From an optimization exercise on the open Yosys and OpenROAD flow, aimed at small area; shortcuts taken in it are not production practice. In this exercise RTL edits were held to simulation tests only and were not proved equivalent to the original. No activity file was given, so power comes from the tool's default toggle rates.

$ cat config.mk
export PLATFORM = sky130hd
export DESIGN_NAME = Lab1
export DESIGN_NICKNAME = Lab1
export VERILOG_FILES = /design/flow/design.v
export SDC_FILE = /design/flow/constraint.sdc
export NUM_CORES = 4
export LEC_CHECK = 0
export CAP_MARGIN = 20
export CORE_MARGIN = 2
export CORE_UTILIZATION = 40
export SLEW_MARGIN = 20
$ cat constraint.sdc
create_clock -name core_clock -period 10.0 [get_ports {clk}]
set_input_delay 2.0000 -clock core_clock [delete_from_list [all_inputs] [get_ports {clk}]]
set_output_delay 2.0000 -clock core_clock [all_outputs]
set_load 0.01 [all_outputs]
$ cat design.v
module Lab1 (
	input        clk,
	input        rst,
	input        key0_in,
	output [6:0] min1,
	output [6:0] min2,
	output [6:0] sec1,
	output [6:0] sec2,
	output [6:0] ms1,
	output [6:0] ms2
);
reg k1, k2, k3;
always @(posedge clk or negedge rst)
	if (!rst) begin
		k1 <= 1'b0;
		k2 <= 1'b0;
		k3 <= 1'b0;
	end else begin
		k1 <= ~key0_in;
		k2 <= k1;
		k3 <= k2;
	end
reg go;
always @(posedge clk or negedge rst)
	if (!rst)
		go <= 1'b0;
	else
		go <= 1'b1;
reg run;
always @(posedge clk or negedge rst)
	if (!rst)
		run <= 1'b0;
	else if (~k2 & k3)
		run <= ~run;
reg  [5:0] pc;
wire tc = (pc == 6'h38);
wire zc = (pc == 6'h31);
wire fc = ^(pc & 6'h30) ^ 1'b0 ^ tc;
always @(posedge clk)
	if (!go)
		pc <= 6'h22;
	else if (run | tc)
		pc <= {pc[4:0], fc};
wire inc_c = run & zc;
reg  [12:0] ps;
wire ts = (ps == 13'h1c40);
wire zs = (ps == 13'h1880);
wire fs = ^(ps & 13'h1004) ^ 1'b0 ^ ts;
always @(posedge clk)
	if (!go)
		ps <= 13'h1101;
	else if (run | ts)
		ps <= {ps[11:0], fs};
wire inc_s = run & zs;
reg  [18:0] pm;
wire tm = (pm == 19'h1834);
wire zm = (pm == 19'h3069);
wire fm = ^(pm & 19'h48000) ^ 1'b0 ^ tm;
always @(posedge clk)
	if (!go)
		pm <= 19'h60d2;
	else if (run | tm)
		pm <= {pm[17:0], fm};
wire inc_m = run & zm;
reg [3:0] c1;
wire c1_n0 = (c1[2]) | (~c1[0]);
wire c1_n1 = (~c1[1] & c1[2]) | (c1[3]);
wire c1_n2 = (~c1[0] & c1[2]) | (c1[0] & ~c1[1] & ~c1[2]);
wire c1_n3 = (c1[0] & c1[1] & ~c1[3]) | (~c1[0] & c1[3]) | (c1[1] & c1[2]);
always @(posedge clk or negedge rst)
	if (!rst)
		c1 <= 4'd2;
	else if (inc_c)
		c1 <= {c1_n3, c1_n2, c1_n1, c1_n0};
wire c1_co = inc_c & ((c1[1] & c1[3]));
reg [3:0] c2;
wire c2_n0 = (~c2[2] & c2[3]) | (~c2[0]);
wire c2_n1 = (~c2[0] & c2[1]) | (c2[1] & ~c2[3]) | (~c2[0] & ~c2[3]);
wire c2_n2 = (~c2[0] & ~c2[1]) | (~c2[1] & c2[2]);
wire c2_n3 = (~c2[0] & ~c2[2] & ~c2[3]) | (c2[1]);
always @(posedge clk or negedge rst)
	if (!rst)
		c2 <= 4'd4;
	else if (c1_co)
		c2 <= {c2_n3, c2_n2, c2_n1, c2_n0};
reg [3:0] s1;
wire s1_n0 = (s1[2]) | (~s1[0]);
wire s1_n1 = (~s1[1] & s1[2]) | (s1[3]);
wire s1_n2 = (~s1[0] & s1[2]) | (s1[0] & ~s1[1] & ~s1[2]);
wire s1_n3 = (s1[0] & s1[1] & ~s1[3]) | (~s1[0] & s1[3]) | (s1[1] & s1[2]);
always @(posedge clk or negedge rst)
	if (!rst)
		s1 <= 4'd2;
	else if (inc_s)
		s1 <= {s1_n3, s1_n2, s1_n1, s1_n0};
wire s1_co = inc_s & ((s1[1] & s1[3]));
reg [2:0] s2;
wire s2_n0 = (~s2[2]);
wire s2_n1 = (~s2[0]);
wire s2_n2 = (~s2[1]);
always @(posedge clk or negedge rst)
	if (!rst)
		s2 <= 3'd4;
	else if (s1_co)
		s2 <= {s2_n2, s2_n1, s2_n0};
reg [3:0] m1;
wire m1_n0 = (m1[2]) | (~m1[0]);
wire m1_n1 = (~m1[1] & m1[2]) | (m1[3]);
wire m1_n2 = (~m1[0] & m1[2]) | (m1[0] & ~m1[1] & ~m1[2]);
wire m1_n3 = (m1[0] & m1[1] & ~m1[3]) | (~m1[0] & m1[3]) | (m1[1] & m1[2]);
always @(posedge clk or negedge rst)
	if (!rst)
		m1 <= 4'd2;
	else if (inc_m)
		m1 <= {m1_n3, m1_n2, m1_n1, m1_n0};
wire m1_co = inc_m & ((m1[1] & m1[3]));
reg [2:0] m2;
wire m2_n0 = (~m2[2]);
wire m2_n1 = (~m2[0]);
wire m2_n2 = (~m2[1]);
always @(posedge clk or negedge rst)
	if (!rst)
		m2 <= 3'd4;
	else if (m1_co)
		m2 <= {m2_n2, m2_n1, m2_n0};
assign ms1[0] = (c1[0] & ~c1[1] & ~c1[2]);
assign ms1[1] = (~c1[0] & c1[1] & c1[2]) | (c1[2] & c1[3]);
assign ms1[2] = (~c1[0] & ~c1[1] & ~c1[3]);
assign ms1[3] = (c1[0] & ~c1[2]);
assign ms1[4] = (c1[0] & ~c1[2]) | (c1[1] & c1[2]);
assign ms1[5] = (~c1[1] & ~c1[3]) | (c1[0] & ~c1[3]);
assign ms1[6] = (~c1[2] & ~c1[3]);
assign ms2[0] = (c2[1] & ~c2[3]) | (c2[0] & ~c2[1] & c2[3]);
assign ms2[1] = (~c2[2] & ~c2[3]);
assign ms2[2] = (~c2[0] & c2[1]);
assign ms2[3] = (c2[0] & c2[2]) | (c2[0] & ~c2[1] & c2[3]);
assign ms2[4] = (c2[0]);
assign ms2[5] = (c2[1]);
assign ms2[6] = (~c2[0] & c2[2]) | (c2[1] & c2[2]);
assign sec1[0] = (s1[0] & ~s1[1] & ~s1[2]);
assign sec1[1] = (~s1[0] & s1[1] & s1[2]) | (s1[2] & s1[3]);
assign sec1[2] = (~s1[0] & ~s1[1] & ~s1[3]);
assign sec1[3] = (s1[0] & ~s1[2]);
assign sec1[4] = (s1[0] & ~s1[2]) | (s1[1] & s1[2]);
assign sec1[5] = (~s1[1] & ~s1[3]) | (s1[0] & ~s1[3]);
assign sec1[6] = (~s1[2] & ~s1[3]);
assign sec2[0] = (~s2[1] & ~s2[2]) | (s2[1] & s2[2]);
assign sec2[1] = (s2[0] & s2[2]);
assign sec2[2] = (~s2[0] & ~s2[2]);
assign sec2[3] = (~s2[1] & ~s2[2]) | (s2[1] & s2[2]);
assign sec2[4] = (s2[1] & s2[2]) | (s2[0]);
assign sec2[5] = (s2[1]);
assign sec2[6] = (~s2[0] & s2[2]);
assign min1[0] = (m1[0] & ~m1[1] & ~m1[2]);
assign min1[1] = (~m1[0] & m1[1] & m1[2]) | (m1[2] & m1[3]);
assign min1[2] = (~m1[0] & ~m1[1] & ~m1[3]);
assign min1[3] = (m1[0] & ~m1[2]);
assign min1[4] = (m1[0] & ~m1[2]) | (m1[1] & m1[2]);
assign min1[5] = (~m1[1] & ~m1[3]) | (m1[0] & ~m1[3]);
assign min1[6] = (~m1[2] & ~m1[3]);
assign min2[0] = (~m2[1] & ~m2[2]) | (m2[1] & m2[2]);
assign min2[1] = (m2[0] & m2[2]);
assign min2[2] = (~m2[0] & ~m2[2]);
assign min2[3] = (~m2[1] & ~m2[2]) | (m2[1] & m2[2]);
assign min2[4] = (m2[1] & m2[2]) | (m2[0]);
assign min2[5] = (m2[1]);
assign min2[6] = (~m2[0] & m2[2]);
endmodule
$ cat flow/run.sh
#!/bin/bash
# Own layout flow: the standard ORFS flow with three changes:
#  - synthesis uses an area-oriented ABC script and skips Yosys's full/half-adder
#    extraction (everything else, including register naming, is the standard flow's synthesis);
#  - ports are buffered with the smallest buffer cell;
#  - clock tree built from small clock buffers, without dummy loads.
set -euo pipefail
W=$PWD
F=$W/flow
# synthesis script: synth_recipe.tcl, with ORFS's synth.tcl patched to use flow/area.abc
sed -e "s#^source \$::env(SCRIPTS_DIR)/synth_preamble.tcl\$#&\nset abc_args [lreplace \$abc_args 1 1 $F/area.abc]#" \
  "$FLOW_HOME/scripts/synth.tcl" > "$W/synth_body.tcl"
grep -q "area.abc" "$W/synth_body.tcl"
sed -e "s#^source \$::env(SCRIPTS_DIR)/synth.tcl\$#source $W/synth_body.tcl#" "$W/synth_recipe.tcl" > "$W/own_synth.tcl"
grep -q "synth_body.tcl" "$W/own_synth.tcl"
CTS="$(cat $F/cts_args.txt)"
bash standard.sh \
  SYNTH_SCRIPT="$W/own_synth.tcl" \
  ADDER_MAP_FILE= \
  "BUFFER_PORTS_ARGS=-buffer_cell sky130_fd_sc_hd__buf_1" \
  "CTS_ARGS=$CTS" \
  finish > "$W/orfs_make.log" 2>&1
$ cat flow/area.abc
strash
&get -n
&deepsyn -T 90
&put
&get -n
&dch -f
&nf -R 10000 -p -C 32
&put
topo
dnsize -c
$ cat flow/cts_args.txt
-sink_clustering_enable -repair_clock_nets -dont_use_dummy_load -buf_list sky130_fd_sc_hd__clkbuf_4
$ cat standard.sh
#!/bin/bash
# synth_recipe.tcl (not shown) runs the flow's synth.tcl, then flattens the netlist and writes it again
# the make line also repeats each setting of config.mk as NAME=value (left out here)
make -C /OpenROAD-flow-scripts/flow DESIGN_CONFIG=/design/flow/config.mk WORK_HOME=/design/flow/orfs CLKGATE_MAP_FILE= SYNTH_SCRIPT=/design/flow/synth_recipe.tcl "${@:-finish}"
==> results of run 1 <==
stage by stage:
step	hold slack, ns	instances	setup WS (ns)	instance area (sq um)
finish	0.368	391	6.61	2920
floorplan	0.331	265	7.07	2620
detailed placement	0.347	382	7.03	2860
global route	0.379	391	6.51	2920
CTS	0.373	391	6.57	2920
global placement	0.336	382	7.05	2860
cells by family after synthesis:
logic type                synth area share
other                              0.00143
and+or+nand+nor                      0.193
AOI/OAI and AO/OA                    0.204
buffers and inverters               0.0300
muxes                              0.00763
xor gates and xnor gates            0.0134
DFF                                  0.550
state kept, by name, summed over array words and instances (netlist names), 4 cells and up:
signal	flops
c2	4
s1	4
ps	13
c1	4
pm	19
m1	4
pc	6
critical path: stages, from the launching register on:
cell,delay [ns]
dfstp_2,0.60
a21oi_1,0.12
nor2b_1,0.12
buf_1,0.17
layer usage:
layer,vias up,GRT usage,part of all wire
met5,-,0,0
met4,0,0.0823,0.012
met3,7,0.0321,0.042
met2,41,0.210,0.44
met1,944,0.191,0.51
li1,1050,-,-
where the power goes:
group          leakage, nW  total, mW  switching (mW)  internal [mW]
clock               0.0414      0.117          0.0755         0.0418
sequential           0.656      0.356          0.0472          0.308
combinational        0.460     0.0981          0.0498         0.0483
cell type report:
| type | instances | area [sq um] | area share |
|---|---|---|---|
| inverters | 9 | 33.8 | 0.0116 |
| clock buffers | 9 | 67.6 | 0.0231 |
| repair buffers | 46 | 180 | 0.0616 |
| flip-flops and latches | 65 | 1440 | 0.494 |
| multi-input cells | 185 | 1100 | 0.377 |
| well taps | 77 | 96.3 | 0.0330 |
worst paths after layout:
kind	endpoint	slack, ns	cells past startpoint
min in group asynchronous	k2	1.59	2
worst min register to register	k2	0.37	0
worst max register to register	m2[0]	7.74	6
max in group asynchronous	c1[1]	8.06	2
worst max-delay path	sec1[1]	6.61	3
worst min-delay path	k2	0.37	0
cells in the final DEF, fill, tap and decap left out, types with 2 or more instances in the layout:
master / Yosys / routed
and3_1: 2 / 2
nor2b_1: 10 / 10
buf_1: 0 / 44
nor3_1: 7 / 7
clkinv_1: 9 / 9
nand3_1: 4 / 4
nor2_1: 27 / 27
o22a_1: 13 / 13
xnor2_1: 4 / 4
o21ai_0: 17 / 17
dfrtp_1: 21 / 21
and2_0: 4 / 4
a21o_1: 2 / 2
a21oi_1: 10 / 10
a22o_1: 26 / 26
nor4_1: 3 / 3
clkbuf_4: 0 / 9
nand2b_1: 7 / 7
buf_4: 6 / 2
dfstp_2: 6 / 6
mux2i_1: 2 / 2
nor4b_1: 2 / 2
nand2_1: 34 / 34
dfxtp_1: 38 / 38
cell usage after synthesis, drive strengths merged (2+ instances only):
cell / instances / area share
nand3: 4 / 0.0076
dfrtp: 21 / 0.20
and3: 2 / 0.0048
xnor2: 4 / 0.013
nor2b: 10 / 0.024
nand2: 34 / 0.049
nor2: 27 / 0.039
nand2b: 7 / 0.017
a21o: 2 / 0.0057
dfstp: 6 / 0.060
mux2i: 2 / 0.0076
o21ai: 17 / 0.032
clkinv: 9 / 0.013
a21oi: 10 / 0.019
a22o: 26 / 0.087
and2: 4 / 0.0095
nor4b: 2 / 0.0067
o22a: 13 / 0.043
nor3: 7 / 0.013
buf: 6 / 0.017
nor4: 3 / 0.0072
dfxtp: 38 / 0.29
==> flow_summary.json, run 1 <==
{
  "dieArea_sq_um": 7220,
  "ys_ff_latch": 65,
  "wl_per_cell_microns": 12.5,
  "drive_above_1_share": 0.0541,
  "cts_root_buffer": "clkbuf_4",
  "num_vias": 2042,
  "finClkSkew_ns": 0.0389,
  "period_needed_ns": 3.39,
  "gp_congestion": 0.797,
  "grt_max_degree": 28,
  "r2r-start": "pm[18]",
  "drv_cap": 0,
  "ctsResizeCount": 0,
  "first_iter_violations": 138,
  "powerDensity_nw_per_um2": 195,
  "finalCritPeriodShare": 0.339,
  "grt_pass1_vias": 1815,
  "ys_seq_area_frac": 0.550,
  "grt_pass1_wl_mm": 8.14,
  "num_antenna_cells": 0,
  "cp.arrival_ns": 1.39,
  "hold_viol": 0,
  "max-vdd-ir-drop_uv": 90.2,
  "crit_fanout": 7,
  "drv_slew": 0,
  "critical_path_class": "reg -> out",
  "num_io_pins": 45,
  "die_w_microns": 85.0,
  "final_antenna_net_count": 0,
  "cts.reportedPaths.clkPinSlew_ns": 0.11,
  "synth.avg_cell_area_sq_um": 9.90,
  "ys.flop_type": "dfxtp_1",
  "rows": 29,
  "netlist_area_sq_um": 2620,
  "port-buffer-count": 44,
  "hold_class": "reg -> reg",
  "leakage_nw": 1.16,
  "utilization": 0.460,
  "grtUsageTotal": 0.142,
  "clockBufferDepth": 2,
  "finalSetupViolCount": 0,
  "setup-tns-final_ns": 0,
  "clkLatencyLatePin_ns": 0.39,
  "min_from": "k1",
  "nets": 319,
  "worstPathRequired_ns": 8.00,
  "cts_setup_buffers": 0,
  "cts_buffers": 9,
  "synth_cell_types": 33,
  "tightestPinTransition_ns": 0.936,
  "critPathLaunch": "s1[1]",
  "via_per_inst": 5.22,
  "die_h_microns": 85.0,
  "synth_warnings": 1,
  "nFillCells": 617,
  "drc": 0,
  "initial_core_util": 0.413,
  "clock-sinks": 65,
  "wl_mm": 4.88,
  "hold_buffers": 0,
  "dp_hpwl_mm": 3.41,
  "firstDrtPassIters": 4,
  "core-area_sq_um": 6350,
  "synth_edf_count": 0,
  "timing.critical_path.to_type": "primary output",
  "maxSlewHeadroom": 0.370,
  "synthCells": 265,
  "synth_fp_nets": 268,
  "htreeDepth": 3,
  "antenna_found_initial": 0,
  "overflow": 0,
  "area_growth_pct": 11.4,
  "run_status": "finished clean",
  "total_power_mw": 0.571,
  "fmax_mhz": 295,
  "cts_tree": "done",
  "rsz0062_at_grt": "false",
  "critPathLaunchType": "flop",
  "async_flop_share": 0.415
}
==> run 2, diff against run 1 <==
==> flow/area.abc (replaced) <==
strash
&get -n
&deepsyn -T 30
&put
&get -n
&dch -f
&nf -R 10000 -F 8 -A 8 -p
&put
topo
dnsize -c
==> run 2 against run 1 <==
  * Via count fell by 0.49%
  * Critical path type unchanged
  * Synthesized cell count fell by 0.75%
  * Combinational power barely moved
  * Register-to-register slack got worse by 0.13 ns
  * Final cell count fell by 0.77%
  * Fmax rose by 1.3%
  * Design area fell by 0.30%
  * Global-route usage fell by 0.17 points
  * Area after synthesis fell by 0.14%
  * Non-clock buffer count fell by 1
  * Core utilization fell by 0.14 points
  * Still clean
==> flow_summary.json, run 2 <==
{
  "run_status": "finished clean",
  "power_frac_seq": 0.624,
  "synth_fp_nets": 266,
  "reg2reg_to": "m2[1]",
  "netlist_top_cells_count": "dfxtp_1 (38), nand2_1 (31), nor2_1 (27)",
  "dp.cells": 379,
  "p_clk_frac": 0.204,
  "initial_core_util": 0.413,
  "reg_top3": "pm x19, ps x13, pc x6",
  "drv_cap": 0,
  "synth_edf_count": 0,
  "num_io_pins": 45,
  "via_per_inst": 5.24,
  "maxSlewHeadroom": 0.319,
  "rows": 29,
  "layout_common_cells": "buf_1 (44), dfxtp_1 (38), nand2_1 (31), nor2_1 (27), a22o_1 (26)",
  "overflow": 0,
  "drv_slew": 0,
  "ys_seq_area_frac": 0.551,
  "largest_register": "pm",
  "synthCells": 263,
  "async_flop_share": 0.415,
  "dieArea_sq_um": 7210,
  "p_int_mw": 0.398,
  "grt_pass1_vias": 1792,
  "crit_fanout": 7,
  "final_common_cell": "buf_1",
  "nets": 316,
  "r2r-start": "pm[8]",
  "area_growth_pct": 11.2,
  "ys_top_cells_by_area": "dfxtp_1 (29%), dfrtp_1 (20%), a22o_1 (8.7%)",
  "die_h_microns": 84.9,
  "yosysMostFrequentCell": "dfxtp_1",
  "grt_max_degree": 28,
  "synth.largest_area_cell": "dfxtp_1",
  "leakage_nw": 1.16,
  "whs_ns": 0.370,
  "critPathLaunchType": "flop",
  "wl_mm": 4.73,
  "cts_setup_buffers": 0,
  "synth_warnings": 1,
  "timing.critical_path.to_type": "primary output",
  "final_antenna_net_count": 0,
  "die_w_microns": 84.9,
  "hold_buffers": 0,
  "clock-sinks": 65,
  "num_antenna_cells": 0,
  "nFillCells": 605,
  "hold_end": "k2",
  "ys.flop_type": "dfxtp_1",
  "fmax_mhz": 298,
  "core-area_sq_um": 6350,
  "htreeDepth": 3,
  "max-vdd-ir-drop_uv": 94.2,
  "largest_register_ffs": 19,
  "whs_path_depth": 0,
  "finalCritPeriodShare": 0.335,
  "worstPathRequired_ns": 8.00,
  "cts_buffers": 9,
  "rsz0062_at_grt": "false",
  "synth_cell_types": 32,
  "switching_power_mw": 0.173,
  "netlist_area_sq_um": 2620,
  "hold_viol": 0,
  "cts.reportedPaths.clkPinSlew_ns": 0.11,
  "antenna_found_initial": 0,
  "tightestPinTransition_ns": 1.01,
  "drc": 0,
  "num_vias": 2032,
  "cts_tree": "done",
  "stdcell_count": 388,
  "clockBufferDepth": 2,
  "r2r_slack_ns": 7.61,
  "drive_above_1_share": 0.0547,
  "finClkSkew_ns": 0.0333,
  "synth.avg_cell_area_sq_um": 9.96,
  "synth_top_area_frac": 0.290,
  "firstDrtPassIters": 4,
  "wl_per_cell_microns": 12.2,
  "r2r.worst_path.cells": 6,
  "port-buffer-count": 44,
  "swShare": 0.303,
  "ys_ff_latch": 65,
  "first_iter_violations": 124,
  "comb_power_share": 0.172,
  "setup-tns-final_ns": 0,
  "ctsResizeCount": 0,
  "powerDensity_nw_per_um2": 196,
  "finalSetupViolCount": 0,
  "period_needed_ns": 3.35,
  "grtUsageTotal": 0.140,
  "critical_path_class": "reg -> out",
  "clkLatencyLatePin_ns": 0.38,
  "gp_congestion": 0.807,
  "cp.arrival_ns": 1.35,
  "min_from": "k1",
  "hold_class": "reg -> reg",
  "dp_hpwl_mm": 3.32,
  "cts_root_buffer": "clkbuf_4",
  "grt_pass1_wl_mm": 8.00
}
[run 2: cell types whose count changed after synthesis]
cell      before  now
nand2_1       34   31
o21ai_0       17   16
nand4_1        1    0
clkinv_1       9    8
nand3_1        4    6
nor3_1         7    8
a21o_1         2    3
[run 2: through the flow]
step / total power [mW] / setup slack (ns) / area, sq um / utilization
after floorplan: 0.425 / 7.07 / 2620 / -
after global placement: 0.460 / 7.08 / 2840 / 0.448
after detailed placement: 0.459 / 7.06 / 2840 / 0.448
after global routing: 0.610 / 6.52 / 2910 / 0.459
after CTS: 0.580 / 6.60 / 2910 / 0.459
final: 0.571 / 6.65 / 2910 / 0.459
[run 2: layout make-up]
type	count	area (sq um)	share of cell area
clock buffer	9	67.6	0.0232
inverter	8	30.0	0.0103
multi-input combinational	184	1100	0.379
sequential	65	1440	0.495
tap	77	96.3	0.0331
timing repair buffer	45	173	0.0593
[run 2: worst max path at each step]
stage / from / endpoint / slack [ns]
final: s1[1] / sec1[1] / 6.65
after global routing: c1[0] / ms1[1] / 6.52
after CTS: s1[1] / sec1[1] / 6.60
after detailed placement: c1[1] / ms1[1] / 7.06
after global placement: c1[1] / ms1[1] / 7.08
after floorplan: s2[2] / sec2[3] / 7.07
[run 2: per-layer routing]
| layer | global-route usage | up-vias | routed length (microns) |
|---|---|---|---|
| met5 | 0 | - | 0 |
| met2 | 0.206 | 45 | 2030 |
| met1 | 0.190 | 943 | 2400 |
| met4 | 0.0779 | 0 | 77 |
| li1 | - | 1037 | - |
| met3 | 0.0350 | 7 | 221 |
[run 2: power groups by stage]
stage,registers (mW),logic [mW],clock network (mW)
after global placement,0.361,0.0982,0
after global routing,0.365,0.111,0.135
after floorplan,0.347,0.0784,0
after detailed placement,0.360,0.0988,0
after CTS,0.356,0.0991,0.125
final,0.356,0.0981,0.117
[run 2: logic make-up after synthesis]
kind of cell              share of synthesized area
and+or+nand+nor                               0.192
other                                       0.00143
xor gates and xnor gates                     0.0134
muxes                                       0.00764
AOI/OAI and AO/OA                             0.205
DFF                                           0.551
buffers and inverters                        0.0287
[run 2: worst max-delay path, cell delays in order (launching register included)]
cell and delay [ns]:
dfstp_2 0.60, a21oi_1 0.11, nor2b_1 0.11, buf_1 0.15
==> run 3, diff against run 2 <==
==> flow/cts_args.txt (replaced) <==
-sink_clustering_enable -repair_clock_nets -dont_use_dummy_load -buf_list sky130_fd_sc_hd__clkbuf_4 -sink_buffer_max_cap_derate 1.0
==> run 3 against run 2 <==
  * Setup slack stayed put
  * Clock skew unchanged
  * Fmax unchanged
  * Highest routed layer unchanged
  * Routed wire length is the same
  * Non-clock buffer count is the same
  * Flip-flop and latch count stayed put
  * Core utilization unchanged
  * Global-route usage is the same
  * Critical path type unchanged
  * Die area unchanged
  * Clock power about the same
  * Via count stayed put
  * Sequential power barely moved
==> flow_summary.json, run 3 <==
{
  "multi_input_area_sq_um": 1100,
  "powerDensity_nw_per_um2": 196,
  "num_antenna_cells": 0,
  "ys_top_cells_by_area": "dfxtp_1 (29%), dfrtp_1 (20%), a22o_1 (8.7%)",
  "dp_hpwl_mm": 3.32,
  "synth.avg_cell_area_sq_um": 9.96,
  "timing.critical_path.to_type": "primary output",
  "seq_area_sq_um": 1440,
  "area_growth_pct": 11.2,
  "synthCells": 263,
  "power_frac_seq": 0.624,
  "period_needed_ns": 3.35,
  "num_vias": 2032,
  "wl_mm": 4.73,
  "cts.reportedPaths.clkPinSlew_ns": 0.11,
  "final_common_cell": "buf_1",
  "run_status": "finished clean",
  "drv_cap": 0,
  "critical_path_class": "reg -> out",
  "netlist_top_cells_count": "dfxtp_1 (38), nand2_1 (31), nor2_1 (27)",
  "tightestPinTransition_ns": 1.01,
  "fmax_mhz": 298,
  "place_area_sq_um": 2840,
  "port-buffer-count": 44,
  "largest_register": "pm",
  "cts_setup_buffers": 0,
  "synth-compound-area-share": 0.205,
  "whs_ns": 0.370,
  "clkLatencyLatePin_ns": 0.38,
  "leakage_nw": 1.16,
  "grtUsageTotal": 0.140,
  "clockBufferDepth": 2,
  "drive_above_1_share": 0.0547,
  "synth_top_area_frac": 0.290,
  "firstDrtPassIters": 4,
  "overflow": 0,
  "cp_slowest_cell": "dfstp_2",
  "wl_per_cell_microns": 12.2,
  "gp_congestion": 0.807,
  "dp.cells": 379,
  "synth_fp_nets": 266,
  "initial_core_util": 0.413,
  "ys_seq_area_frac": 0.551,
  "crit_fanout": 7,
  "cp.arrival_ns": 1.35,
  "ys_ff_latch": 65,
  "synth.largest_area_cell": "dfxtp_1",
  "antenna_found_initial": 0,
  "path_cells": "a21oi_1 -> nor2b_1 -> buf_1",
  "die_w_microns": 84.9,
  "grt_pass1_vias": 1792,
  "p_clk_frac": 0.204,
  "drc": 0,
  "clock-sinks": 65,
  "worstPathRequired_ns": 8.00,
  "finClkSkew_ns": 0.0333,
  "final_antenna_net_count": 0,
  "finalSetupViolCount": 0,
  "comb_power_share": 0.172,
  "cts_tree": "done",
  "stdcell_count": 388,
  "synth_xor_area_frac": 0.0134,
  "worst_slack_ns": 6.65,
  "grt_pass1_wl_mm": 8.00,
  "utilization": 0.459,
  "cts_root_buffer": "clkbuf_4",
  "setup-tns-final_ns": 0,
  "layout_common_cells": "buf_1 (44), dfxtp_1 (38), nand2_1 (31), nor2_1 (27), a22o_1 (26)",
  "dp_slack_ns": 7.06,
  "yosys.area_share.adder": 0,
  "synth_edf_count": 0,
  "cts_buffers": 9,
  "core-area_sq_um": 6350,
  "cpPeakStageDelay_ns": 0.60,
  "grt_max_degree": 28,
  "dieArea_sq_um": 7210,
  "p_int_mw": 0.398,
  "maxSlewHeadroom": 0.319,
  "switching_power_mw": 0.173,
  "netlist_area_sq_um": 2620,
  "first_iter_violations": 124,
  "num_io_pins": 45,
  "async_flop_share": 0.415,
  "die_h_microns": 84.9,
  "swShare": 0.303,
  "via_per_inst": 5.24,
  "drv_slew": 0,
  "ys.flop_type": "dfxtp_1",
  "ctsResizeCount": 0,
  "rows": 29,
  "nFillCells": 605,
  "nets": 316,
  "largest_register_ffs": 19,
  "finalCritPeriodShare": 0.335,
  "synthSimpleGateAreaFrac": 0.192,
  "hold_buffers": 0,
  "rsz0062_at_grt": "false",
  "critPathTopFamily": "flip-flops",
  "htreeDepth": 3,
  "synth_top_family_by_area": "compound AO/OA/AOI/OAI gates",
  "reg_top3": "pm x19, ps x13, pc x6",
  "hold_class": "reg -> reg",
  "total_power_mw": 0.571,
  "hold_viol": 0,
  "synthMuxAreaShare": 0.00764,
  "critPathLaunchType": "flop",
  "synth_cell_types": 32,
  "max-vdd-ir-drop_uv": 94.2,
  "synth_warnings": 1,
  "crit_buf_inv": 1,
  "yosysMostFrequentCell": "dfxtp_1",
  "final_cell_area_sq_um": 2910
}
## run 3: cell counts after synthesis
Identical to the previous run, type by type.
## run 3: cells by family (layout without fill, tap and decap cells)
family	after synthesis	after routing
mux	2	2
other cells	1	1
compound gates	73	73
flops	65	65
simple gates	104	104
xor+xnor	4	4
buf+inv	14	62
## run 3: metal layers
metal | vias up | track usage | share of wire
met5 | - | 0 | 0
met4 | 0 | 0.0779 | 0.016
met3 | 7 | 0.0350 | 0.047
met2 | 45 | 0.206 | 0.43
met1 | 943 | 0.190 | 0.51
li1 | 1037 | - | -
## run 3: worst reg2reg max path: cells and delay by family, from the launching register on
family | cells | cell delay [ns]
and+or+nand+nor | 5 | 1.85
DFF | 1 | 0.34
AOI/OAI and AO/OA | 1 | 0.09
## run 3: layout make-up
class | count | area share
multi-input cells | 184 | 0.379
clock buffers | 9 | 0.0232
inverters | 8 | 0.0103
flip-flops and latches | 65 | 0.495
repair buffers | 45 | 0.0593
well taps | 77 | 0.0331
## run 3: path summary, 6_finish.rpt
check	start	to	slack, ns	depth (start not counted)
worst max-delay path	s1[1]	sec1[1]	6.65	3
worst min-delay path	k1	k2	0.37	0
worst max register to register	pm[8]	m2[1]	7.61	6
worst min register to register	k1	k2	0.37	0
max in group asynchronous	rst	c1[1]	8.06	2
min in group asynchronous	rst	s1[0]	1.58	2
## run 3: power by group through the flow
stage          Sequential, mW  Clock [mW]  Combinational (mW)
2_1_floorplan           0.347           0              0.0784
3_3_place_gp            0.361           0              0.0982
3_5_place_dp            0.360           0              0.0988
4_1_cts                 0.356       0.125              0.0991
5_1_grt                 0.365       0.135               0.111
6_report                0.356       0.117              0.0981
==> run 4, diff against run 3 <==
==> flow/cts_args.txt (replaced) <==
-sink_clustering_enable -repair_clock_nets -dont_use_dummy_load -buf_list sky130_fd_sc_hd__clkbuf_2 sky130_fd_sc_hd__clkbuf_4 -sink_clustering_size 10
==> run 4 against run 3 <==
  * The flow now stops in clock tree synthesis
  * Synthesized cell count stayed put
  * Area after synthesis stayed put
==> flow_summary.json, run 4 <==
{
  "num_io_pins": 45,
  "initial_core_util": 0.413,
  "yosysMostFrequentCell": "dfxtp_1",
  "synth_cell_types": 32,
  "synth.avg_cell_area_sq_um": 9.96,
  "synth_warnings": 1,
  "ys_seq_area_frac": 0.551,
  "async_flop_share": 0.415,
  "die_h_microns": 84.9,
  "yosys.area_share.adder": 0,
  "run_status": "did not finish",
  "synth_top_area_frac": 0.290,
  "synthCells": 263,
  "synth-compound-area-share": 0.205,
  "stop_stage": "clock tree synthesis",
  "netlist_area_sq_um": 2620,
  "synth.largest_area_cell": "dfxtp_1",
  "synth_fp_nets": 266,
  "synthSimpleGateAreaFrac": 0.192,
  "gp_congestion": 0.807,
  "synthMuxAreaShare": 0.00764,
  "die_w_microns": 84.9,
  "firstError": "[ERROR STA-0564] clock_tree_synthesis positional arguments not supported.",
  "synth_edf_count": 0,
  "ys_top_cells_by_area": "dfxtp_1 (29%), dfrtp_1 (20%), a22o_1 (8.7%)",
  "port-buffer-count": 44,
  "netlist_top_cells_count": "dfxtp_1 (38), nand2_1 (31), nor2_1 (27)",
  "synth_top_family_by_area": "compound AO/OA/AOI/OAI gates",
  "rows": 29,
  "place_area_sq_um": 2840,
  "ys_ff_latch": 65,
  "ys.flop_type": "dfxtp_1",
  "synth_xor_area_frac": 0.0134,
  "dp_hpwl_mm": 3.32
}
run 4: worst min-delay path by stage:
stage / end / slack (ns) / cells past startpoint
global placement: k2 / 0.34 / 0
detailed placement: k2 / 0.34 / 0
floorplan: k2 / 0.33 / 0
run 4: cells by family after synthesis:
group	Yosys count
AO/OA/AOI/OAI	73
XOR/XNOR	4
buffers and inverters	14
flip-flops	65
multiplexers	2
other	1
AND/OR/NAND/NOR	104
run 4: power groups by stage:
stage          logic, mW  clock network, mW  registers [mW]
3_3_place_gp      0.0982                  0           0.361
3_5_place_dp      0.0988                  0           0.360
2_1_floorplan     0.0784                  0           0.347
run 4: metrics by stage:
| step | setup slack [ns] | power, mW | cells |
|---|---|---|---|
| after floorplan | 7.07 | 0.425 | 263 |
| after global placement | 7.08 | 0.460 | 379 |
| after detailed placement | 7.06 | 0.459 | 379 |
==> run 5, diff against run 4 <==
==> flow/cts_args.txt (replaced) <==
-sink_clustering_enable -repair_clock_nets -dont_use_dummy_load -buf_list {sky130_fd_sc_hd__clkbuf_2 sky130_fd_sc_hd__clkbuf_4}
==> run 5 against run 4 <==
  * Now clean on timing, DRC and antenna
  * Area after synthesis stayed put
  * Synthesized cell count stayed put
==> flow_summary.json, run 5 <==
{
  "hold_class": "reg -> reg",
  "netlist_area_sq_um": 2620,
  "ys_top_cells_by_area": "dfxtp_1 (29%), dfrtp_1 (20%), a22o_1 (8.7%)",
  "synth_top_area_frac": 0.290,
  "antenna_found_initial": 0,
  "ys_seq_area_frac": 0.551,
  "area_growth_pct": 11.2,
  "critPathLaunchType": "flop",
  "path_cells": "a21oi_1 -> nor2b_1 -> buf_1",
  "num_antenna_cells": 0,
  "cts_tree": "done",
  "via_per_inst": 5.24,
  "final_antenna_net_count": 0,
  "clkLatencyLatePin_ns": 0.38,
  "max-vdd-ir-drop_uv": 94.2,
  "cp.arrival_ns": 1.35,
  "fmax_mhz": 298,
  "grtUsageTotal": 0.140,
  "utilization": 0.459,
  "core-area_sq_um": 6350,
  "cp_slowest_cell": "dfstp_2",
  "multi_input_area_sq_um": 1100,
  "ys.flop_type": "dfxtp_1",
  "critical_path_class": "reg -> out",
  "rsz0062_at_grt": "false",
  "num_io_pins": 45,
  "drive_above_1_share": 0.0547,
  "ys_ff_latch": 65,
  "largest_register_ffs": 19,
  "grt_pass1_vias": 1792,
  "total_power_mw": 0.571,
  "powerDensity_nw_per_um2": 196,
  "dp_hpwl_mm": 3.32,
  "finalSetupViolCount": 0,
  "nFillCells": 605,
  "synth_edf_count": 0,
  "die_w_microns": 84.9,
  "dieArea_sq_um": 7210,
  "drc": 0,
  "initial_core_util": 0.413,
  "synth.avg_cell_area_sq_um": 9.96,
  "reg_top3": "pm x19, ps x13, pc x6",
  "worstPathRequired_ns": 8.00,
  "wl_per_cell_microns": 12.2,
  "clock-sinks": 65,
  "synth.largest_area_cell": "dfxtp_1",
  "netlist_top_cells_count": "dfxtp_1 (38), nand2_1 (31), nor2_1 (27)",
  "run_status": "finished clean",
  "hold_buffers": 0,
  "overflow": 0,
  "setup-tns-final_ns": 0,
  "leakage_nw": 1.16,
  "drv_slew": 0,
  "largest_register": "pm",
  "nets": 316,
  "ctsResizeCount": 0,
  "htreeDepth": 3,
  "clockBufferDepth": 2,
  "critPathTopFamily": "flip-flops",
  "layout_common_cells": "buf_1 (44), dfxtp_1 (38), nand2_1 (31), nor2_1 (27), a22o_1 (26)",
  "synth_warnings": 1,
  "gp_congestion": 0.807,
  "wl_mm": 4.73,
  "synth_cell_types": 32,
  "async_flop_share": 0.415,
  "timing.critical_path.to_type": "primary output",
  "crit_buf_inv": 1,
  "num_vias": 2032,
  "seq_area_sq_um": 1440,
  "cpPeakStageDelay_ns": 0.60,
  "final_common_cell": "buf_1",
  "port-buffer-count": 44,
  "cts_setup_buffers": 0,
  "synthCells": 263,
  "cts.reportedPaths.clkPinSlew_ns": 0.11,
  "tightestPinTransition_ns": 1.01,
  "cts_root_buffer": "clkbuf_4",
  "yosysMostFrequentCell": "dfxtp_1",
  "hold_viol": 0,
  "die_h_microns": 84.9,
  "first_iter_violations": 124,
  "period_needed_ns": 3.35,
  "finClkSkew_ns": 0.0333,
  "grt_max_degree": 28,
  "place_area_sq_um": 2840,
  "firstDrtPassIters": 4,
  "crit_fanout": 7,
  "finalCritPeriodShare": 0.335,
  "rows": 29,
  "cts_buffers": 9,
  "grt_pass1_wl_mm": 8.00,
  "final_cell_area_sq_um": 2910,
  "drv_cap": 0,
  "maxSlewHeadroom": 0.319,
  "synth_fp_nets": 266
}
## run 5: cell counts after synthesis
No cell type changed its count.
## run 5: cells by family (layout without fill, tap and decap cells)
group,count (synthesis),after routing,share of synthesized area
compound gates,73,73,0.205
xor+xnor,4,4,0.0134
buf+inv,14,62,0.0287
flops,65,65,0.551
mux,2,2,0.00764
other cells,1,1,0.00143
simple gates,104,104,0.192
## run 5: final timing paths
path | startpoint | endpoint | slack, ns | cells past startpoint
max | s1[1] | sec1[1] | 6.65 | 3
min | k1 | k2 | 0.37 | 0
max reg2reg | pm[8] | m2[1] | 7.61 | 6
min reg2reg | k1 | k2 | 0.37 | 0
max in group asynchronous | rst | c1[1] | 8.06 | 2
min in group asynchronous | rst | s1[0] | 1.58 | 2
## run 5: routing by layer
| layer | GRT usage | wire [microns] | vias to the layer above |
|---|---|---|---|
| li1 | - | - | 1037 |
| met1 | 0.190 | 2400 | 943 |
| met2 | 0.206 | 2030 | 45 |
| met3 | 0.0350 | 221 | 7 |
| met4 | 0.0779 | 77 | 0 |
| met5 | 0 | 0 | - |
## run 5: where the power goes
part           switching, mW  internal, mW  total [mW]
Sequential            0.0475         0.308       0.356
Clock                 0.0749        0.0418       0.117
Combinational         0.0503        0.0478      0.0981
Total                  0.173         0.398       0.571
## run 5: layout make-up
class                   instances  share of cell area
clock buffers                   9              0.0232
well taps                      77              0.0331
repair buffers                 45              0.0593
multi-input cells             184               0.379
inverters                       8              0.0103
flip-flops and latches         65               0.495
## run 5: worst reg2reg max path, stage by stage (launching register included)
cell and delay [ns]:
dfxtp_1 0.34, nor4b_1 0.35, nand3_1 0.15, nor4_1 0.88
nand3_1 0.33, nand2_1 0.14, o21ai_0 0.09
## run 5: metrics by stage
stage | std cells | hold slack [ns] | setup slack, ns
global placement | 379 | 0.338 | 7.08
CTS | 388 | 0.364 | 6.60
finish | 388 | 0.370 | 6.65
floorplan | 263 | 0.331 | 7.07
detailed placement | 379 | 0.336 | 7.06
global route | 388 | 0.383 | 6.52
==> run 6, diff against run 5 <==
--- a/design.v
+++ b/design.v
@@ -33,18 +33,18 @@
 	else if (~k2 & k3)
 		run <= ~run;
 reg  [5:0] pc;
-wire tc = (pc == 6'h38);
-wire zc = (pc == 6'h31);
-wire fc = ^(pc & 6'h30) ^ 1'b0 ^ tc;
+wire tc = ((pc & 6'h3f) == 6'h23);
+wire zc = ((pc & 6'h3f) == 6'h7);
+wire fc = ^(pc & 6'h21) ^ 1'b0 ^ tc;
 always @(posedge clk)
 	if (!go)
-		pc <= 6'h22;
+		pc <= 6'hf;
 	else if (run | tc)
 		pc <= {pc[4:0], fc};
 wire inc_c = run & zc;
 reg  [12:0] ps;
-wire ts = (ps == 13'h1c40);
-wire zs = (ps == 13'h1880);
+wire ts = ((ps & 13'h1fff) == 13'h1c40);
+wire zs = ((ps & 13'h1fff) == 13'h1880);
 wire fs = ^(ps & 13'h1004) ^ 1'b0 ^ ts;
 always @(posedge clk)
 	if (!go)
@@ -53,12 +53,12 @@
 		ps <= {ps[11:0], fs};
 wire inc_s = run & zs;
 reg  [18:0] pm;
-wire tm = (pm == 19'h1834);
-wire zm = (pm == 19'h3069);
-wire fm = ^(pm & 19'h48000) ^ 1'b0 ^ tm;
+wire tm = ((pm & 19'h7ffff) == 19'he010);
+wire zm = ((pm & 19'h7ffff) == 19'h1c020);
+wire fm = ^(pm & 19'h41080) ^ 1'b1 ^ tm;
 always @(posedge clk)
 	if (!go)
-		pm <= 19'h60d2;
+		pm <= 19'h38041;
 	else if (run | tm)
 		pm <= {pm[17:0], fm};
 wire inc_m = run & zm;
==> flow/cts_args.txt (replaced) <==
-sink_clustering_enable -repair_clock_nets -dont_use_dummy_load -buf_list sky130_fd_sc_hd__clkbuf_4
==> run 6 against run 5 <==
  * Power is 13% higher
  * Still clean
  * Combinational power up 52%
  * Clock skew is 0.0037 ns lower
  * Sequential power grew 5%
  * Critical endpoint is now ms2[3]
  * First-iteration DRC count is 23% lower
  * Via count is 3.6% higher
  * Fmax decreased by 1.4%
==> flow_summary.json, run 6 <==
{
  "cts_root_buffer": "clkbuf_4",
  "cp.arrival_ns": 1.40,
  "core-area_sq_um": 6390,
  "ys_seq_area_frac": 0.546,
  "crit_buf_inv": 1,
  "r2r.worst_path.cells": 6,
  "synth_cell_types": 32,
  "yosysMostFrequentCell": "dfxtp_1",
  "die_w_microns": 85.3,
  "wl_per_cell_microns": 12.9,
  "ctsResizeCount": 0,
  "timing.critical_path.to_type": "primary output",
  "async_flop_share": 0.415,
  "hold_class": "reg -> reg",
  "wl_met2_mm": 2.17,
  "synth_fp_nets": 271,
  "swShare": 0.344,
  "hold_buffers": 0,
  "gp_congestion": 0.838,
  "finClkSkew_ns": 0.0296,
  "firstDrtPassIters": 4,
  "synth_top_area_frac": 0.288,
  "switching_power_mw": 0.221,
  "worstPathRequired_ns": 8.00,
  "antenna_found_initial": 0,
  "rows": 29,
  "largest_register_ffs": 19,
  "cts.reportedPaths.clkPinSlew_ns": 0.11,
  "port-buffer-count": 44,
  "final_antenna_net_count": 0,
  "period_needed_ns": 3.40,
  "cts_buffers": 9,
  "grt_max_degree": 28,
  "die_h_microns": 85.3,
  "synth_warnings": 1,
  "maxSlewHeadroom": 0.376,
  "comb_power_share": 0.232,
  "powerDensity_nw_per_um2": 219,
  "tightestPinTransition_ns": 0.934,
  "clkLatencyLatePin_ns": 0.40,
  "highest_layer": "met4",
  "p_clk_frac": 0.185,
  "initial_core_util": 0.414,
  "cts_setup_buffers": 0,
  "r2r-start": "pm[0]",
  "path_cells": "nand2_1 -> o21ai_0 -> buf_1",
  "crit_fanout": 8,
  "dieArea_sq_um": 7280,
  "setup-tns-final_ns": 0,
  "final_common_cell": "buf_1",
  "fmax_mhz": 294,
  "wl_met3_microns": 174,
  "cts_tree": "done",
  "htreeDepth": 3,
  "cp_slowest_cell": "dfrtp_1",
  "num_io_pins": 45,
  "drc": 0,
  "overflow": 0,
  "dp_hpwl_mm": 3.51,
  "clock-sinks": 65,
  "synth.largest_area_cell": "dfxtp_1",
  "drv_slew": 0,
  "rsz0062_at_grt": "false",
  "synth_edf_count": 0,
  "run_status": "finished clean",
  "finalCritPeriodShare": 0.340,
  "critPathLaunchType": "flop",
  "synthCells": 268,
  "utilization": 0.460,
  "clockBufferDepth": 2,
  "power_frac_seq": 0.583,
  "drv_cap": 0,
  "grt_pass1_vias": 1916,
  "critical_path_class": "reg -> out",
  "netlist_area_sq_um": 2640,
  "num_vias": 2105,
  "largest_register": "pm",
  "grt_pass1_wl_mm": 8.86,
  "drt-met1-wl_mm": 2.61,
  "whs_ns": 0.353,
  "critPathTopFamily": "flip-flops",
  "leakage_nw": 1.16,
  "max-vdd-ir-drop_uv": 116,
  "hold_viol": 0,
  "reg_top3": "pm x19, ps x13, pc x6",
  "synth.avg_cell_area_sq_um": 9.86,
  "finalSetupViolCount": 0,
  "area_growth_pct": 11.0,
  "via_per_inst": 5.36,
  "nFillCells": 634,
  "critPathLaunch": "c2[0]",
  "netlist_top_cells_count": "dfxtp_1 (38), nand2_1 (32), a22o_1 (28)",
  "layout_common_cells": "buf_1 (44), dfxtp_1 (38), nand2_1 (32), a22o_1 (28), nor2_1 (26)",
  "first_iter_violations": 95,
  "ys.flop_type": "dfxtp_1",
  "cpPeakStageDelay_ns": 0.48,
  "nets": 321,
  "p_int_mw": 0.422,
  "wl_mm": 5.06,
  "critical_path_depth": 3,
  "grtUsageTotal": 0.153,
  "ys_ff_latch": 65,
  "num_antenna_cells": 0,
  "min_from": "k1",
  "ys_top_cells_by_area": "dfxtp_1 (29%), dfrtp_1 (20%), a22o_1 (9.3%)",
  "whs_path_depth": 0,
  "drive_above_1_share": 0.0506,
  "dp.cells": 384,
  "stdcell_count": 393
}
-- run 6: cell types whose count changed after synthesis, sizes merged, moves of 4 or more --
| cell | change |
|---|---|
| o22a | -7 |
| nor4 | +5 |
| o32a | +5 |
| nand2b | -4 |
-- run 6: final cells by class --
cell class,instances,area (sq um),share of cell area
well taps,77,96.3,0.0328
multi-input cells,187,1120,0.381
inverters,10,37.5,0.0128
repair buffers,45,173,0.0588
flip-flops and latches,65,1440,0.492
clock buffers,9,67.6,0.0230
-- run 6: routing by layer --
| layer | global-route usage | vias to the layer above |
|---|---|---|
| met5 | 0 | - |
| met4 | 0.0866 | 0 |
| met3 | 0.0292 | 8 |
| met2 | 0.232 | 42 |
| met1 | 0.206 | 987 |
| li1 | - | 1068 |
-- run 6: worst register-to-register path, stage by stage, from the launching register on --
cell	delay, ns
dfxtp_1	0.37
nor4_1	0.33
nand4_1	0.13
nor3_1	0.53
nor2_1	0.38
nor2b_1	0.81
a22o_1	0.24
-- run 6: logic make-up (layout without fill, tap and decap cells) --
family,Yosys count,after routing,synth area share
other,1,1,0.00142
and+or+nand+nor,104,104,0.189
buffers and inverters,16,64,0.0312
DFF,65,65,0.546
muxes,2,2,0.00757
AOI/OAI and AO/OA,74,74,0.205
xor gates and xnor gates,6,6,0.0199
-- run 6: worst paths after layout --
check / end / slack (ns)
max in group asynchronous: c1[1] / 8.10
setup reg to reg: pm[10] / 7.15
setup / recovery: ms2[3] / 6.60
hold / removal: k2 / 0.35
hold reg to reg: k2 / 0.35
min in group asynchronous: m1[3] / 1.57
-- run 6: power groups by stage --
| stage | clock network, mW | logic, mW | registers, mW |
|---|---|---|---|
| after CTS | 0.126 | 0.151 | 0.373 |
| after detailed placement | 0 | 0.150 | 0.379 |
| final | 0.119 | 0.149 | 0.375 |
| after floorplan | 0 | 0.117 | 0.361 |
| after global placement | 0 | 0.149 | 0.377 |
| after global routing | 0.135 | 0.172 | 0.385 |
-- run 6: through the flow --
| step | setup slack (ns) | cell area [sq um] | power (mW) |
|---|---|---|---|
| 2_1_floorplan | 7.07 | 2640 | 0.478 |
| 3_3_place_gp | 7.07 | 2870 | 0.526 |
| 3_5_place_dp | 7.03 | 2870 | 0.529 |
| 4_1_cts | 6.58 | 2940 | 0.650 |
| 5_1_grt | 6.50 | 2940 | 0.692 |
| 6_report | 6.60 | 2940 | 0.643 |
==> run 7, diff against run 6 <==
==> flow/area.abc (replaced) <==
strash
&get -n
&deepsyn -I 3 -J 500
&put
dch -f
amap
topo
dnsize -c
--- a/config.mk
+++ b/config.mk
@@ -7,5 +7,5 @@
 export LEC_CHECK = 0
 export CAP_MARGIN = 20
 export CORE_MARGIN = 2
-export CORE_UTILIZATION = 40
+export CORE_UTILIZATION = 65
 export SLEW_MARGIN = 20
==> run 7 against run 6 <==
  * Routed wire length decreased by 7.7%
  * Fmax decreased by 7.1%
  * Flip-flop and latch count unchanged
  * Die area decreased by 38%
  * Clock power decreased by 3%
  * Non-clock buffer count increased by 1
  * Largest cell class unchanged
  * Register-to-register slack improved by 0.18 ns
  * Design area decreased by 2.0%
  * Final cell count increased by 2.0%
  * Critical path type unchanged
==> flow_summary.json, run 7 <==
{
  "first_iter_violations": 50,
  "worstPathRequired_ns": 8.00,
  "total_power_mw": 0.518,
  "die_h_microns": 67.4,
  "largest_register": "pm",
  "tightestPinTransition_ns": 0.698,
  "port-buffer-count": 44,
  "power_frac_seq": 0.588,
  "nFillCells": 310,
  "ctsResizeCount": 0,
  "netlist_area_sq_um": 2610,
  "grtUsageTotal": 0.227,
  "num_antenna_cells": 0,
  "antenna_found_initial": 0,
  "hold_buffers": 0,
  "final_cell_area_sq_um": 2880,
  "htreeDepth": 3,
  "final_common_cell": "clkinv_1",
  "crit_fanout": 3,
  "finClkSkew_ns": 0.0150,
  "finalSetupViolCount": 0,
  "max-vdd-ir-drop_uv": 116,
  "ys_top_cells_by_area": "dfxtp_1 (29%), dfrtp_1 (20%), clkinv_1 (9.6%)",
  "area_growth_pct": 10.2,
  "cts_tree": "done",
  "synth_cell_types": 26,
  "ys_seq_area_frac": 0.553,
  "rows": 23,
  "overflow": 0,
  "r2r_slack_ns": 7.33,
  "clkLatencyLatePin_ns": 0.38,
  "wl_per_cell_microns": 11.6,
  "drive_above_1_share": 0.0484,
  "reg2reg_to": "c2[3]",
  "stdcell_count": 401,
  "cts_setup_buffers": 0,
  "period_needed_ns": 3.66,
  "cts_buffers": 9,
  "p_clk_frac": 0.223,
  "synth_edf_count": 0,
  "clock-sinks": 65,
  "die_w_microns": 67.4,
  "cp.arrival_ns": 1.66,
  "rsz0062_at_grt": "false",
  "drv_slew": 0,
  "maxSlewHeadroom": 0.531,
  "dp_hpwl_mm": 3.46,
  "worst_slack_ns": 6.34,
  "cp-endpoint": "sec1[1]",
  "initial_core_util": 0.662,
  "layout_common_cells": "clkinv_1 (67), buf_1 (44), nor2_1 (40), o22ai_1 (38), dfxtp_1 (38)",
  "powerDensity_nw_per_um2": 180,
  "cts_root_buffer": "clkbuf_4",
  "dp_slack_ns": 6.75,
  "gp_congestion": 0.805,
  "largest_register_ffs": 19,
  "netlist_top_cells_count": "clkinv_1 (67), nor2_1 (40), dfxtp_1 (38), o22ai_1 (38), o21ai_0 (23)",
  "reg_top3": "pm x19, ps x13, pc x6",
  "drv_cap": 0,
  "ys_ff_latch": 65,
  "leakage_nw": 1.06,
  "run_status": "finished clean",
  "firstDrtPassIters": 4,
  "timing.critical_path.to_type": "primary output",
  "drc": 0,
  "synth_top_area_frac": 0.291,
  "clockBufferDepth": 2,
  "critical_path_class": "reg -> out",
  "nets": 356,
  "yosysMostFrequentCell": "clkinv_1",
  "swShare": 0.299,
  "place_area_sq_um": 2810,
  "final_antenna_net_count": 0,
  "fmax_mhz": 273,
  "dieArea_sq_um": 4540,
  "grt_max_degree": 28,
  "p_int_mw": 0.363,
  "synth.avg_cell_area_sq_um": 8.64,
  "async_flop_share": 0.415,
  "hold_class": "reg -> reg",
  "core-area_sq_um": 3940,
  "num_io_pins": 45,
  "switching_power_mw": 0.155,
  "hold_viol": 0,
  "critPathLaunchType": "flop",
  "num_vias": 2166,
  "synth.largest_area_cell": "dfxtp_1",
  "setup-tns-final_ns": 0,
  "r2r-start": "run",
  "grt_pass1_wl_mm": 7.67,
  "ys.flop_type": "dfxtp_1",
  "r2r.worst_path.cells": 7,
  "synth_fp_nets": 305,
  "synthCells": 302,
  "wl_mm": 4.67,
  "via_per_inst": 5.40,
  "finalCritPeriodShare": 0.366,
  "grt_pass1_vias": 1812,
  "synth_warnings": 1,
  "comb_power_share": 0.189,
  "dp.cells": 392,
  "cts.reportedPaths.clkPinSlew_ns": 0.09,
  "critPathLaunch": "s1[1]"
}
-- run 7: cell count changes in the layout (fill, tap and decap cells not counted), sizes merged, moves of 9 or more --
| cell | change |
|---|---|
| clkinv | +57 |
| o22ai | +38 |
| a22o | -28 |
| nor2 | +14 |
| nand2 | -12 |
| nor2b | -9 |
-- run 7: worst min path at each step --
stage	from	cells after the start	endpoint	slack, ns
floorplan	k1	0	k2	0.33
global placement	k1	0	k2	0.34
detailed placement	k1	0	k2	0.35
CTS	k2	0	k3	0.38
global route	k2	0	k3	0.39
finish	k1	0	k2	0.37
-- run 7: per-layer routing --
layer  wire length, microns  vias to the layer above  GRT usage
met3                    218                        8     0.0500
met2                   2100                       54      0.358
li1                       -                     1133          -
met5                      0                        -          0
met4                     66                        0      0.115
met1                   2280                      971      0.296
-- run 7: layout make-up --
| class | count | area [sq um] | area share |
|---|---|---|---|
| Inverter | 67 | 251 | 0.0875 |
| Sequential cell | 65 | 1440 | 0.502 |
| Timing Repair Buffer | 46 | 180 | 0.0627 |
| Multi-Input combinational cell | 164 | 870 | 0.302 |
| Tap cell | 50 | 62.6 | 0.0218 |
| Clock buffer | 9 | 67.6 | 0.0235 |
-- run 7: power groups by stage --
stage | clock, mW | combinational (mW) | sequential, mW
after floorplan | 0 | 0.0714 | 0.306
after global placement | 0 | 0.0955 | 0.310
after detailed placement | 0 | 0.0976 | 0.310
after CTS | 0.119 | 0.0979 | 0.305
after global routing | 0.128 | 0.111 | 0.308
final | 0.115 | 0.0978 | 0.305
-- run 7: through the flow --
step	hold slack, ns	util
after floorplan	0.331	-
final	0.374	0.729
after detailed placement	0.351	0.712
after global routing	0.394	0.729
after CTS	0.379	0.729
after global placement	0.339	0.712
-- run 7: cells by family (layout without fill, tap and decap cells) --
group,count (synthesis),count (layout),share of synthesized area
AO/OA/AOI/OAI,84,84,0.201
buffers and inverters,73,122,0.114
flip-flops,65,65,0.553
other,1,1,0.00144
AND/OR/NAND/NOR,79,79,0.130
-- run 7: critical path, cell delays in order (launching register included) --
cell      delay [ns]
dfstp_2         0.55
clkinv_1        0.08
o21ai_0         0.24
clkinv_1        0.14
nor2_1          0.11
buf_1           0.16
==> run 8, diff against run 7 <==
--- a/config.mk
+++ b/config.mk
@@ -7,5 +7,5 @@
 export LEC_CHECK = 0
 export CAP_MARGIN = 20
 export CORE_MARGIN = 2
-export CORE_UTILIZATION = 65
+export CORE_UTILIZATION = 85
 export SLEW_MARGIN = 20
==> run 8 against run 7 <==
  * The run now fails in global placement
  * Area after synthesis unchanged
  * Synthesized cell count stayed put
==> flow_summary.json, run 8 <==
{
  "run_status": "did not finish",
  "stop_stage": "global placement",
  "firstError": "[ERROR GPL-0301] Utilization 100.884 % exceeds 100%.",
  "ys_top_cells_by_area": "dfxtp_1 (29%), dfrtp_1 (20%), clkinv_1 (9.6%)",
  "initial_core_util": 0.876,
  "synth.largest_area_cell": "dfxtp_1",
  "num_io_pins": 45,
  "synth_cell_types": 26,
  "synth.avg_cell_area_sq_um": 8.64,
  "synth_fp_nets": 305,
  "synthCells": 302,
  "port-buffer-count": 44,
  "async_flop_share": 0.415,
  "rows": 20,
  "synth_edf_count": 0,
  "netlist_top_cells_count": "clkinv_1 (67), nor2_1 (40), dfxtp_1 (38), o22ai_1 (38), o21ai_0 (23)",
  "ys.flop_type": "dfxtp_1",
  "yosysMostFrequentCell": "clkinv_1",
  "ys_ff_latch": 65,
  "synth_top_area_frac": 0.291,
  "die_w_microns": 59.4,
  "netlist_area_sq_um": 2610,
  "die_h_microns": 59.4,
  "ys_seq_area_frac": 0.553,
  "synth_warnings": 1
}
-- run 8: cell counts after synthesis --
No cell type changed its count.
-- run 8: cell families after synthesis --
logic type | after synthesis | share of synthesized area
AOI/OAI and AO/OA | 84 | 0.201
and+or+nand+nor | 79 | 0.130
buffers and inverters | 73 | 0.114
DFF | 65 | 0.553
other | 1 | 0.00144
==> run 9, diff against run 8 <==
--- a/config.mk
+++ b/config.mk
@@ -7,5 +7,5 @@
 export LEC_CHECK = 0
 export CAP_MARGIN = 20
 export CORE_MARGIN = 2
-export CORE_UTILIZATION = 85
+export CORE_UTILIZATION = 40
 export SLEW_MARGIN = 20
==> run 9 against run 8 <==
  * Now clean on timing, DRC and antenna
  * Synthesized cell count is the same
  * Area after synthesis is the same
==> flow_summary.json, run 9 <==
{
  "p_clk_frac": 0.229,
  "wl_per_cell_microns": 11.2,
  "cp.arrival_ns": 1.63,
  "cp_common_cell": "clkinv_1",
  "tightestPinTransition_ns": 0.805,
  "cts_setup_buffers": 0,
  "rsz0062_at_grt": "false",
  "cpPeakStageDelay_ns": 0.57,
  "run_status": "finished clean",
  "synth_cell_types": 26,
  "first_iter_violations": 88,
  "grt_max_degree": 28,
  "synthCells": 302,
  "critPathLaunchType": "flop",
  "firstDrtPassIters": 6,
  "cts_buffers": 9,
  "overflow": 0,
  "reg_top3": "pm x19, ps x13, pc x6",
  "layout_common_cells": "clkinv_1 (67), buf_1 (44), nor2_1 (40), o22ai_1 (38), dfxtp_1 (38)",
  "rows": 29,
  "port-buffer-count": 44,
  "async_flop_share": 0.415,
  "switching_power_mw": 0.157,
  "finalCritPeriodShare": 0.363,
  "htreeDepth": 3,
  "synth_fp_nets": 305,
  "worstPathRequired_ns": 8.00,
  "core-area_sq_um": 6310,
  "power_frac_seq": 0.586,
  "comb_power_share": 0.185,
  "period_needed_ns": 3.63,
  "clkLatencyLatePin_ns": 0.39,
  "drv_slew": 0,
  "num_antenna_cells": 0,
  "drc": 0,
  "clockBufferDepth": 2,
  "seq_area_sq_um": 1440,
  "ys_ff_latch": 65,
  "cts_root_buffer": "clkbuf_4",
  "area_growth_pct": 11.5,
  "grt_pass1_vias": 1886,
  "drv_cap": 0,
  "ys.flop_type": "dfxtp_1",
  "die_w_microns": 84.8,
  "synth_edf_count": 0,
  "via_per_inst": 5.04,
  "gp_congestion": 0.865,
  "crit_fanout": 4,
  "p_int_mw": 0.363,
  "finalSetupViolCount": 0,
  "nFillCells": 628,
  "critical_path_class": "reg -> out",
  "ctsResizeCount": 0,
  "grt_pass1_wl_mm": 8.14,
  "maxSlewHeadroom": 0.459,
  "ys_seq_area_frac": 0.553,
  "dieArea_sq_um": 7190,
  "finClkSkew_ns": 0.0322,
  "largest_register_ffs": 19,
  "ys_top_cells_by_area": "dfxtp_1 (29%), dfrtp_1 (20%), clkinv_1 (9.6%)",
  "initial_core_util": 0.413,
  "nets": 356,
  "die_h_microns": 84.8,
  "antenna_found_initial": 0,
  "total_power_mw": 0.521,
  "swShare": 0.302,
  "leakage_nw": 1.06,
  "drive_above_1_share": 0.0484,
  "setup-tns-final_ns": 0,
  "hold_buffers": 0,
  "multi_input_area_sq_um": 870,
  "synth.avg_cell_area_sq_um": 8.64,
  "cp_slowest_cell": "dfstp_2",
  "wl_mm": 4.78,
  "synth_warnings": 1,
  "path_cells": "clkinv_1 -> o21ai_0 -> clkinv_1 -> nor2_1 -> buf_1",
  "netlist_area_sq_um": 2610,
  "dp_hpwl_mm": 3.43,
  "clock-sinks": 65,
  "synth.largest_area_cell": "dfxtp_1",
  "synth_top_area_frac": 0.291,
  "grtUsageTotal": 0.142,
  "num_vias": 2158,
  "powerDensity_nw_per_um2": 179,
  "r2r_slack_ns": 7.23,
  "cts.reportedPaths.clkPinSlew_ns": 0.10,
  "fmax_mhz": 275,
  "num_io_pins": 45,
  "largest_register": "pm",
  "netlist_top_cells_count": "clkinv_1 (67), nor2_1 (40), dfxtp_1 (38), o22ai_1 (38), o21ai_0 (23)",
  "final_common_cell": "clkinv_1",
  "cts_tree": "done",
  "hold_viol": 0,
  "final_antenna_net_count": 0,
  "yosysMostFrequentCell": "clkinv_1",
  "timing.critical_path.to_type": "primary output",
  "hold_class": "reg -> reg",
  "max-vdd-ir-drop_uv": 94.5
}
==> run 9: cell counts after synthesis <==
Identical to the previous run, type by type.
==> run 9: worst paths after layout <==
path,from,end,cells past startpoint
worst max-delay path,c1[1],ms1[1],5
worst min-delay path,k1,k2,0
worst max register to register,run,c2[3],7
worst min register to register,k1,k2,0
max in group asynchronous,rst,s1[1],2
min in group asynchronous,rst,m2[0],2
==> run 9: through the flow <==
step	cells	worst slack (ns)	utilization	area (sq um)	hold WS (ns)
after floorplan	302	6.82	-	2610	0.331
after global placement	419	6.80	0.450	2840	0.346
after detailed placement	419	6.78	0.450	2840	0.344
after CTS	428	6.33	0.461	2910	0.368
after global routing	428	6.14	0.461	2910	0.387
final	428	6.37	0.461	2910	0.361
==> run 9: critical path, delay by kind of cell (launching register included) <==
| family | cells | cell delay (ns) |
|---|---|---|
| flops | 1 | 0.57 |
| compound gates | 1 | 0.21 |
| buf+inv | 3 | 0.36 |
| simple gates | 1 | 0.10 |
==> run 9: layer usage <==
layer | GRT usage | share of wire
met5 | 0 | 0
met4 | 0.0750 | 0.018
met3 | 0.0462 | 0.054
met2 | 0.198 | 0.41
met1 | 0.195 | 0.51
==> run 9: final cells by class <==
type,count,area share
inverter,67,0.0865
tap,77,0.0331
multi-input combinational,164,0.299
timing repair buffer,46,0.0619
sequential,65,0.496
clock buffer,9,0.0232
==> run 9: logic make-up after synthesis <==
group	Yosys count	synth area share
flip-flops	65	0.553
other	1	0.00144
buffers and inverters	73	0.114
AO/OA/AOI/OAI	84	0.201
AND/OR/NAND/NOR	79	0.130
==> run 9: power by group through the flow <==
| stage | registers, mW | logic, mW | clock network [mW] |
|---|---|---|---|
| 3_3_place_gp | 0.310 | 0.0962 | 0 |
| 6_report | 0.305 | 0.0965 | 0.119 |
| 3_5_place_dp | 0.310 | 0.0976 | 0 |
| 2_1_floorplan | 0.306 | 0.0714 | 0 |
| 4_1_cts | 0.305 | 0.0976 | 0.126 |
| 5_1_grt | 0.308 | 0.111 | 0.137 |
==> run 10, diff against run 9 <==
==> flow/area.abc (replaced) <==
strash
&get -n
&deepsyn -I 3 -J 500
&put
dch -f
amap -F 8 -A 16
topo
dnsize -c
==> run 10 against run 9 <==
  * Sequential share of layout area up 0.34 points
  * Final cell count down 0.93%
  * Critical path depth unchanged
  * Sequential power about the same
  * Non-clock buffer count down 1
  * Largest power group unchanged
==> flow_summary.json, run 10 <==
{
  "run_status": "finished clean",
  "wl_per_cell_microns": 11.5,
  "cts_setup_buffers": 0,
  "reg_top3": "pm x19, ps x13, pc x6",
  "drt-met1-wl_mm": 2.44,
  "drc": 0,
  "hold_viol": 0,
  "synth_xor_area_frac": 0,
  "clockBufferDepth": 2,
  "final_common_cell": "clkinv_1",
  "critical_path_class": "reg -> out",
  "gp_congestion": 0.856,
  "synth_top_area_frac": 0.293,
  "wl_mm": 4.89,
  "multi_input_area_sq_um": 861,
  "timing.critical_path.to_type": "primary output",
  "grtUsageTotal": 0.143,
  "dp_hpwl_mm": 3.51,
  "swShare": 0.303,
  "netlist_top_cells_count": "clkinv_1 (66), o22ai_1 (41), nor2_1 (40)",
  "ys.flop_type": "dfxtp_1",
  "largest_register": "pm",
  "rows": 29,
  "core-area_sq_um": 6310,
  "seq_area_sq_um": 1440,
  "dieArea_sq_um": 7150,
  "layout_common_cells": "clkinv_1 (66), buf_1 (44), o22ai_1 (41), nor2_1 (40), dfxtp_1 (38)",
  "synth_cell_types": 27,
  "cts_buffers": 9,
  "hold_class": "reg -> reg",
  "area_growth_pct": 11.2,
  "wl_met2_mm": 2.14,
  "highest_layer": "met4",
  "antenna_found_initial": 0,
  "grt_pass1_vias": 1887,
  "wl_met3_microns": 206,
  "leakage_nw": 1.05,
  "fmax_mhz": 275,
  "initial_core_util": 0.411,
  "worst_slack_ns": 6.36,
  "num_vias": 2214,
  "num_antenna_cells": 0,
  "clkLatencyLatePin_ns": 0.39,
  "netlist_area_sq_um": 2600,
  "synthCells": 299,
  "synth_top_family_by_area": "compound AO/OA/AOI/OAI gates",
  "finalCritPeriodShare": 0.364,
  "comb_power_share": 0.184,
  "cts.reportedPaths.clkPinSlew_ns": 0.10,
  "port-buffer-count": 44,
  "synth.avg_cell_area_sq_um": 8.69,
  "finClkSkew_ns": 0.0255,
  "clock-sinks": 65,
  "maxSlewHeadroom": 0.633,
  "hold_buffers": 0,
  "powerDensity_nw_per_um2": 179,
  "via_per_inst": 5.22,
  "yosys.area_share.adder": 0,
  "nets": 352,
  "ctsResizeCount": 0,
  "drv_slew": 0,
  "synth_warnings": 1,
  "cp.arrival_ns": 1.64,
  "ys_seq_area_frac": 0.556,
  "largest_register_ffs": 19,
  "nFillCells": 634,
  "ys_top_cells_by_area": "dfxtp_1 (29%), dfrtp_1 (20%), o22ai_1 (9.9%)",
  "tightestPinTransition_ns": 0.547,
  "critPathLaunch": "s1[1]",
  "switching_power_mw": 0.157,
  "yosysMostFrequentCell": "clkinv_1"
}
[run 10: power groups by stage]
stage	logic, mW	clock network, mW	registers, mW
3_3_place_gp	0.0949	0	0.309
5_1_grt	0.108	0.136	0.309
3_5_place_dp	0.0966	0	0.310
2_1_floorplan	0.0693	0	0.306
4_1_cts	0.0967	0.124	0.304
6_report	0.0954	0.119	0.304
[run 10: metrics by stage]
| step | instance area [sq um] | cells | total power, mW | util | hold WS, ns |
|---|---|---|---|---|---|
| 2_1_floorplan | 2600 | 299 | 0.375 | - | 0.331 |
| 3_3_place_gp | 2820 | 415 | 0.404 | 0.447 | 0.339 |
| 3_5_place_dp | 2820 | 415 | 0.406 | 0.447 | 0.343 |
| 4_1_cts | 2890 | 424 | 0.525 | 0.458 | 0.368 |
| 5_1_grt | 2890 | 424 | 0.552 | 0.458 | 0.375 |
| 6_report | 2890 | 424 | 0.519 | 0.458 | 0.361 |
[run 10: layer usage]
metal | vias to the layer above | track usage
li1 | 1130 | -
met1 | 1031 | 0.193
met2 | 43 | 0.213
met3 | 10 | 0.0354
met4 | 0 | 0.0779
met5 | - | 0
[run 10: path summary, 6_finish.rpt]
path,end,cells past startpoint,slack (ns)
setup / recovery,sec1[1],5,6.36
hold / removal,k2,0,0.36
setup reg to reg,c2[3],7,7.47
hold reg to reg,k2,0,0.36
max in group asynchronous,s1[1],2,8.09
min in group asynchronous,k1,2,1.59
[run 10: worst max-delay path, stage by stage (launching register included)]
cell      delay, ns
dfstp_2        0.55
clkinv_1       0.08
o21ai_0        0.23
clkinv_1       0.14
nor2_1         0.10
buf_1          0.17
[run 10: kinds of logic after synthesis]
kind of cell,after synthesis
flops,65
simple gates,77
compound gates,84
buf+inv,72
other cells,1
[run 10: layout make-up]
class | instances | share of cell area
sequential | 65 | 0.500
multi-input combinational | 162 | 0.298
inverter | 66 | 0.0858
timing repair buffer | 45 | 0.0598
tap | 77 | 0.0333
clock buffer | 9 | 0.0234

Setup slack of run 10, layout unchanged: 6.363 ns with ideal ports, 6.336 ns with driving cells assumed (clock clkbuf_16, inputs buf_2), 6.740 ns with port delays also shifted by the 0.403 ns mid clock arrival.
